What follows belongs to an exercise in optimizing a design on an open flow for small area and a short achievable clock period; a production flow would make more cautious choices.
In this exercise RTL edits were held to simulation tests only and were not proved equivalent to the original.
Power is estimated from default activity; no workload was simulated.

Setup of job 2044:
Design rgb2dvi, start of the top module:
module rgb2dvi (
    input  wire        PixelClk,
    input  wire [23:0] vid_pData,
    input  wire        vid_pVDE,
    input  wire        vid_pHSync,
    input  wire        vid_pVSync,
    output wire [9:0]  pDataOutRaw0,    
    output wire [9:0]  pDataOutRaw1,    
    output wire [9:0]  pDataOutRaw2     
);
For scale: ~680 cells after synthesis, about 58 I/O pins, about 0.0050 sq mm of cells after synthesis.
export LEC_CHECK = 0
export CAP_MARGIN = 20
export CORE_MARGIN = 2
export CORE_UTILIZATION = 60
export SLEW_MARGIN = 20
create_clock -name core_clock -period 4.0 [get_ports {PixelClk}]
standard.sh (not shown) runs the stock make flow with config.mk's settings and CLKGATE_MAP_FILE= SYNTH_SCRIPT=/design/flow/synth_recipe.tcl, a recipe that flattens the netlist after the stock synthesis.
==> flow/flow/run.sh <==
#!/bin/bash
# Standard layout, with the adder cells left out of synthesis (plain gates
# for ABC) and ABC's area script.
set -e
bash standard.sh ADDER_MAP_FILE= ABC_AREA=1 > standard.log 2>&1
The flow did not stop early for job 2044: all stages ran, and the layout cleared the timing, design-rule and antenna checks.
What job 6160 does differently from job 2044 at the input level:
==> flow/run.sh (new file) <==
#!/bin/bash
# synth_recipe.tcl (not shown) runs the flow's synth.tcl, then flattens the netlist and writes it again
# the make line also repeats each setting of config.mk as NAME=value (left out here)
make -C /OpenROAD-flow-scripts/flow DESIGN_CONFIG=/design/flow/config.mk WORK_HOME=/design/flow/orfs CLKGATE_MAP_FILE= SYNTH_SCRIPT=/design/flow/synth_recipe.tcl finish
removed: flow/flow/run.sh
removed: flow/standard.sh
[summary]
Summary of job 6160 over job 2044: final cell count without fillers fell about 26%, post-route minimum period increased by 0.64 ns relative to the old numbers, maximum frequency went down 23%.
Taking job 2044 as the reference, in job 6160 synthesized instance count down about 33%, met1 track utilization from global routing rose by 1.1 points, total number of tap cells now smaller.
Delta (job 6160 minus job 2044): post-route total power fell 0.046 mW, multi-input combinational gate total fell 197, detailed-route wire length per cell rose 19%, sequential power rose about 4%.
Inputs modified between job 6160 and job 5327:
==> flow/flow/run.sh (new file) <==
#!/bin/bash
# Standard layout, with the adder cells left out of synthesis (plain gates
# for ABC), ABC's area script, and the smallest buffer on the ports.
set -e
bash standard.sh ADDER_MAP_FILE= ABC_AREA=1 "BUFFER_PORTS_ARGS=-buffer_cell sky130_fd_sc_hd__buf_1" > standard.log 2>&1
==> flow/standard.sh (new file) <==
#!/bin/bash
# synth_recipe.tcl (not shown) runs the flow's synth.tcl, then flattens the netlist and writes it again
# the make line also repeats each setting of config.mk as NAME=value (left out here)
make -C /OpenROAD-flow-scripts/flow DESIGN_CONFIG=/design/flow/config.mk WORK_HOME=/design/flow/orfs CLKGATE_MAP_FILE= SYNTH_SCRIPT=/design/flow/synth_recipe.tcl "${@:-finish}"
removed: flow/run.sh
Findings:
Both conditions hold for job 5327: the flow ran to the end and the final layout passed the timing, design-rule and antenna checks.
Delta(cell row count, job 5327 - job 6160) > 0
Changes observed in job 5327 relative to job 6160: highest clock rate shows an increase of about 35%; final wirelength grew by 7.0%; total stage count of the critical path up 4; met2 layer usage reported by global route now sits higher; first-pass GRT wire length higher.
The setup slack after layout in job 5327 sits 0.73 ns above the value recorded for job 6160.
From job 6160 to job 5327 the numbers moved as follows: measured slew at the worst slew-check pin decreased by 0.31 ns relative to the old numbers, routed via count divided by cell count shows a reduction of 0.13.
On multi-input gate share of total cell area: between job 5327 and job 6160, it ends up higher for job 5327.
Edits applied to the flow inputs when going from job 5327 to job 4051:
# job 5327
export LEC_CHECK = 0
export CAP_MARGIN = 20
export CORE_MARGIN = 2
export CORE_UTILIZATION = 60
export SLEW_MARGIN = 20
create_clock -name core_clock -period 4.0 [get_ports {PixelClk}]
# job 4051
export LEC_CHECK = 0
export CAP_MARGIN = 20
export CORE_MARGIN = 2
export CORE_UTILIZATION = 60
export SETUP_SLACK_MARGIN = 2.2
export SLEW_MARGIN = 20
create_clock -name core_clock -period 4.0 [get_ports {PixelClk}]
==> flow/run.sh (new file) <==
#!/bin/bash
# synth_recipe.tcl (not shown) runs the flow's synth.tcl, then flattens the netlist and writes it again
# the make line also repeats each setting of config.mk as NAME=value (left out here)
make -C /OpenROAD-flow-scripts/flow DESIGN_CONFIG=/design/flow/config.mk WORK_HOME=/design/flow/orfs CLKGATE_MAP_FILE= SYNTH_SCRIPT=/design/flow/synth_recipe.tcl finish
removed: flow/flow/run.sh
removed: flow/standard.sh
## What came out
- Summary of job 4051 over job 5327: final period utilization climbed 14 points, die area now sits lower, fraction of the mapped netlist area in simple logic gates shrank by 17 points.
- NOTE: part of the power in the clock network in job 4051 falls short of that of job 5327
- Diff job 5327 -> job 4051: well tap count shrank by 3, total standard cell area after synthesis shrank by 2.3%, post-layout instance area grew by about 16%.


Another version of the RTL of rgb2dvi (not shown whole).
Size in the first run: about 470 cells after synthesis, ~110 flip-flops, roughly 58 I/O pins, ~4500 sq um of cells after synthesis.
==> flow/config.mk <==
export PLATFORM = sky130hd
export DESIGN_NAME = rgb2dvi
export DESIGN_NICKNAME = rgb2dvi
export VERILOG_FILES = /design/flow/design.v
export SDC_FILE = /design/flow/constraint.sdc
export NUM_CORES = 4
export LEC_CHECK = 0
export CAP_MARGIN = 20
export CORE_MARGIN = 2
export CORE_UTILIZATION = 60
export SETUP_SLACK_MARGIN = 2.3
export SLEW_MARGIN = 20
==> flow/constraint.sdc <==
create_clock -name core_clock -period 4.0 [get_ports {PixelClk}]
set_input_delay 0.8000 -clock core_clock [delete_from_list [all_inputs] [get_ports {PixelClk}]]
set_output_delay 0.8000 -clock core_clock [all_outputs]
set_load 0.01 [all_outputs]
==> flow/flow/run.sh <==
#!/bin/bash
# Standard layout (the standard.sh) with these ORFS settings on top:
#  ADDER_MAP_FILE= : no adder cells in synthesis, ABC maps the adders as plain gates
#  ABC_AREA=1 with a copy of ORFS's scripts whose abc_area.script is flow/abc.script
#  BUFFER_PORTS_ARGS : the smallest buffer on each port
set -e
SD=$PWD/scripts_abc
rm -rf "$SD"
cp -r "$FLOW_HOME/scripts" "$SD"
cp flow/abc.script "$SD/abc_area.script"
bash standard.sh SCRIPTS_DIR="$SD" ADDER_MAP_FILE= ABC_AREA=1 "BUFFER_PORTS_ARGS=-buffer_cell sky130_fd_sc_hd__buf_1" > standard.log 2>&1
==> flow/flow/abc.script <==
strash
&get -n
&st
&dc2
&b -d
&dch -f
&nf -R 1000
&put
buffer -c
topo
stime -c
upsize -c
dnsize -c
The starting point passed the timing, design-rule and antenna checks.
Next try:
--- a/flow/config.mk
+++ b/flow/config.mk
@@ -9,4 +9,4 @@
 export CORE_MARGIN = 2
 export CORE_UTILIZATION = 60
-export SETUP_SLACK_MARGIN = 2.3
+export SETUP_SLACK_MARGIN = 2.2
 export SLEW_MARGIN = 20
Effect: Worst setup slack got worse by 0.047 ns. Design area went down by 3.5%. Maximum frequency decreases by 2.7%. Clock power fell by about 2%. Hold slack gets better by 0.0032 ns. Total power went down by 4.1%. Synthesized cell count does not change. Clock-buffer cell count rises by 1. Clock skew goes up by 0.0050 ns.
Next try:
--- a/flow/flow/run.sh
+++ b/flow/flow/run.sh
@@ -9,3 +9,3 @@
 cp -r "$FLOW_HOME/scripts" "$SD"
 cp flow/abc.script "$SD/abc_area.script"
-bash standard.sh SCRIPTS_DIR="$SD" ADDER_MAP_FILE= ABC_AREA=1 "BUFFER_PORTS_ARGS=-buffer_cell sky130_fd_sc_hd__buf_1" > standard.log 2>&1
+bash standard.sh SCRIPTS_DIR="$SD" ADDER_MAP_FILE= ABC_AREA=1 "BUFFER_PORTS_ARGS=-buffer_cell sky130_fd_sc_hd__buf_1" "CTS_ARGS=-sink_clustering_enable -repair_clock_nets -dont_use_dummy_load" "DONT_USE_CELLS=sky130_fd_sc_hd__probe_p_8 sky130_fd_sc_hd__probec_p_8 sky130_fd_sc_hd__lpflow_bleeder_1 sky130_fd_sc_hd__lpflow_clkbufkapwr_1 sky130_fd_sc_hd__lpflow_clkbufkapwr_16 sky130_fd_sc_hd__lpflow_clkbufkapwr_2 sky130_fd_sc_hd__lpflow_clkbufkapwr_4 sky130_fd_sc_hd__lpflow_clkbufkapwr_8 sky130_fd_sc_hd__lpflow_clkinvkapwr_1 sky130_fd_sc_hd__lpflow_clkinvkapwr_16 sky130_fd_sc_hd__lpflow_clkinvkapwr_2 sky130_fd_sc_hd__lpflow_clkinvkapwr_4 sky130_fd_sc_hd__lpflow_clkinvkapwr_8 sky130_fd_sc_hd__lpflow_decapkapwr_12 sky130_fd_sc_hd__lpflow_decapkapwr_3 sky130_fd_sc_hd__lpflow_decapkapwr_4 sky130_fd_sc_hd__lpflow_decapkapwr_6 sky130_fd_sc_hd__lpflow_decapkapwr_8 sky130_fd_sc_hd__lpflow_inputiso0n_1 sky130_fd_sc_hd__lpflow_inputiso0p_1 sky130_fd_sc_hd__lpflow_inputiso1n_1 sky130_fd_sc_hd__lpflow_inputiso1p_1 sky130_fd_sc_hd__lpflow_inputisolatch_1 sky130_fd_sc_hd__lpflow_isobufsrc_1 sky130_fd_sc_hd__lpflow_isobufsrc_16 sky130_fd_sc_hd__lpflow_isobufsrc_2 sky130_fd_sc_hd__lpflow_isobufsrc_4 sky130_fd_sc_hd__lpflow_isobufsrc_8 sky130_fd_sc_hd__lpflow_isobufsrckapwr_16 sky130_fd_sc_hd__lpflow_lsbuf_lh_hl_isowell_tap_1 sky130_fd_sc_hd__lpflow_lsbuf_lh_hl_isowell_tap_2 sky130_fd_sc_hd__lpflow_lsbuf_lh_hl_isowell_tap_4 sky130_fd_sc_hd__lpflow_lsbuf_lh_isowell_4 sky130_fd_sc_hd__lpflow_lsbuf_lh_isowell_tap_1 sky130_fd_sc_hd__lpflow_lsbuf_lh_isowell_tap_2 sky130_fd_sc_hd__lpflow_lsbuf_lh_isowell_tap_4 sky130_fd_sc_hd__fill_1 sky130_fd_sc_hd__fill_2 sky130_fd_sc_hd__fill_4 sky130_fd_sc_hd__fill_8  sky130_fd_sc_hd__maj3_1 sky130_fd_sc_hd__maj3_2 sky130_fd_sc_hd__maj3_4" > standard.log 2>&1
==> flow/flow/abc.script (replaced) <==
strash
&get -n
&st
&syn2
&b -d
&dch -f
&nf
&put
buffer -c
topo
stime -c
upsize -c
dnsize -c
After rerunning: The new run ran to the end with no violations; cell count decreases by 1.9%; clock skew rose by 0.0033 ns; critical path depth went down by 3; area after synthesis is about the same; hold slack barely changes; total power came out lower by 0.60%; die area barely changes; clock-buffer cell count drops by 2; wire length came out lower by 3.7%; worst setup slack loses 0.017 ns.

## separate check: timing with driven ports
In the flow no input, the clock included, has a driving cell. The finished layouts below were timed again as built, in two steps.
Step 1: set_driving_cell puts a clkbuf_16 on PixelClk and a buf_2 on each other input, an assumption about the parent block.
Step 2, shift: input delay + t, output delay - t, t = (earliest + latest rising clock arrival at the registers) / 2. This alone moves slack from input paths to output paths.
Slacks: ideal / step 1 / step 2; pairs: ideal / step 1.
run	shift t [ns]	slack for setup (ns)	latest minus earliest clock arrival (ns)	slew at the worst register clock pin (ns)	pins driven straight from the clock port
job 2044	0.394	1.830 / 1.834 / 1.440	0.011 / 0.011	0.10 / 0.10	1
job 6160	0.383	1.194 / 1.194 / 1.194	0.018 / 0.018	0.11 / 0.11	1
job 5327	0.392	1.928 / 1.928 / 1.825	0.010 / 0.010	0.10 / 0.10	1
job 4051	0.392	1.367 / 1.367 / 1.367	0.010 / 0.010	0.11 / 0.11	1
the first run of note 2	0.394	2.318 / 2.304 / 2.018	0.014 / 0.014	0.10 / 0.10	1
the second run of note 2	0.394	2.271 / 2.271 / 1.947	0.019 / 0.019	0.11 / 0.11	1
the third run of note 2	0.378	2.253 / 2.253 / 1.916	0.023 / 0.023	0.09 / 0.09	1
After both steps setup and hold are still met in every run listed. For job 2044, which loses most, drivers alone change the setup slack by +0.004 ns; drivers and shift together by -0.390 ns.
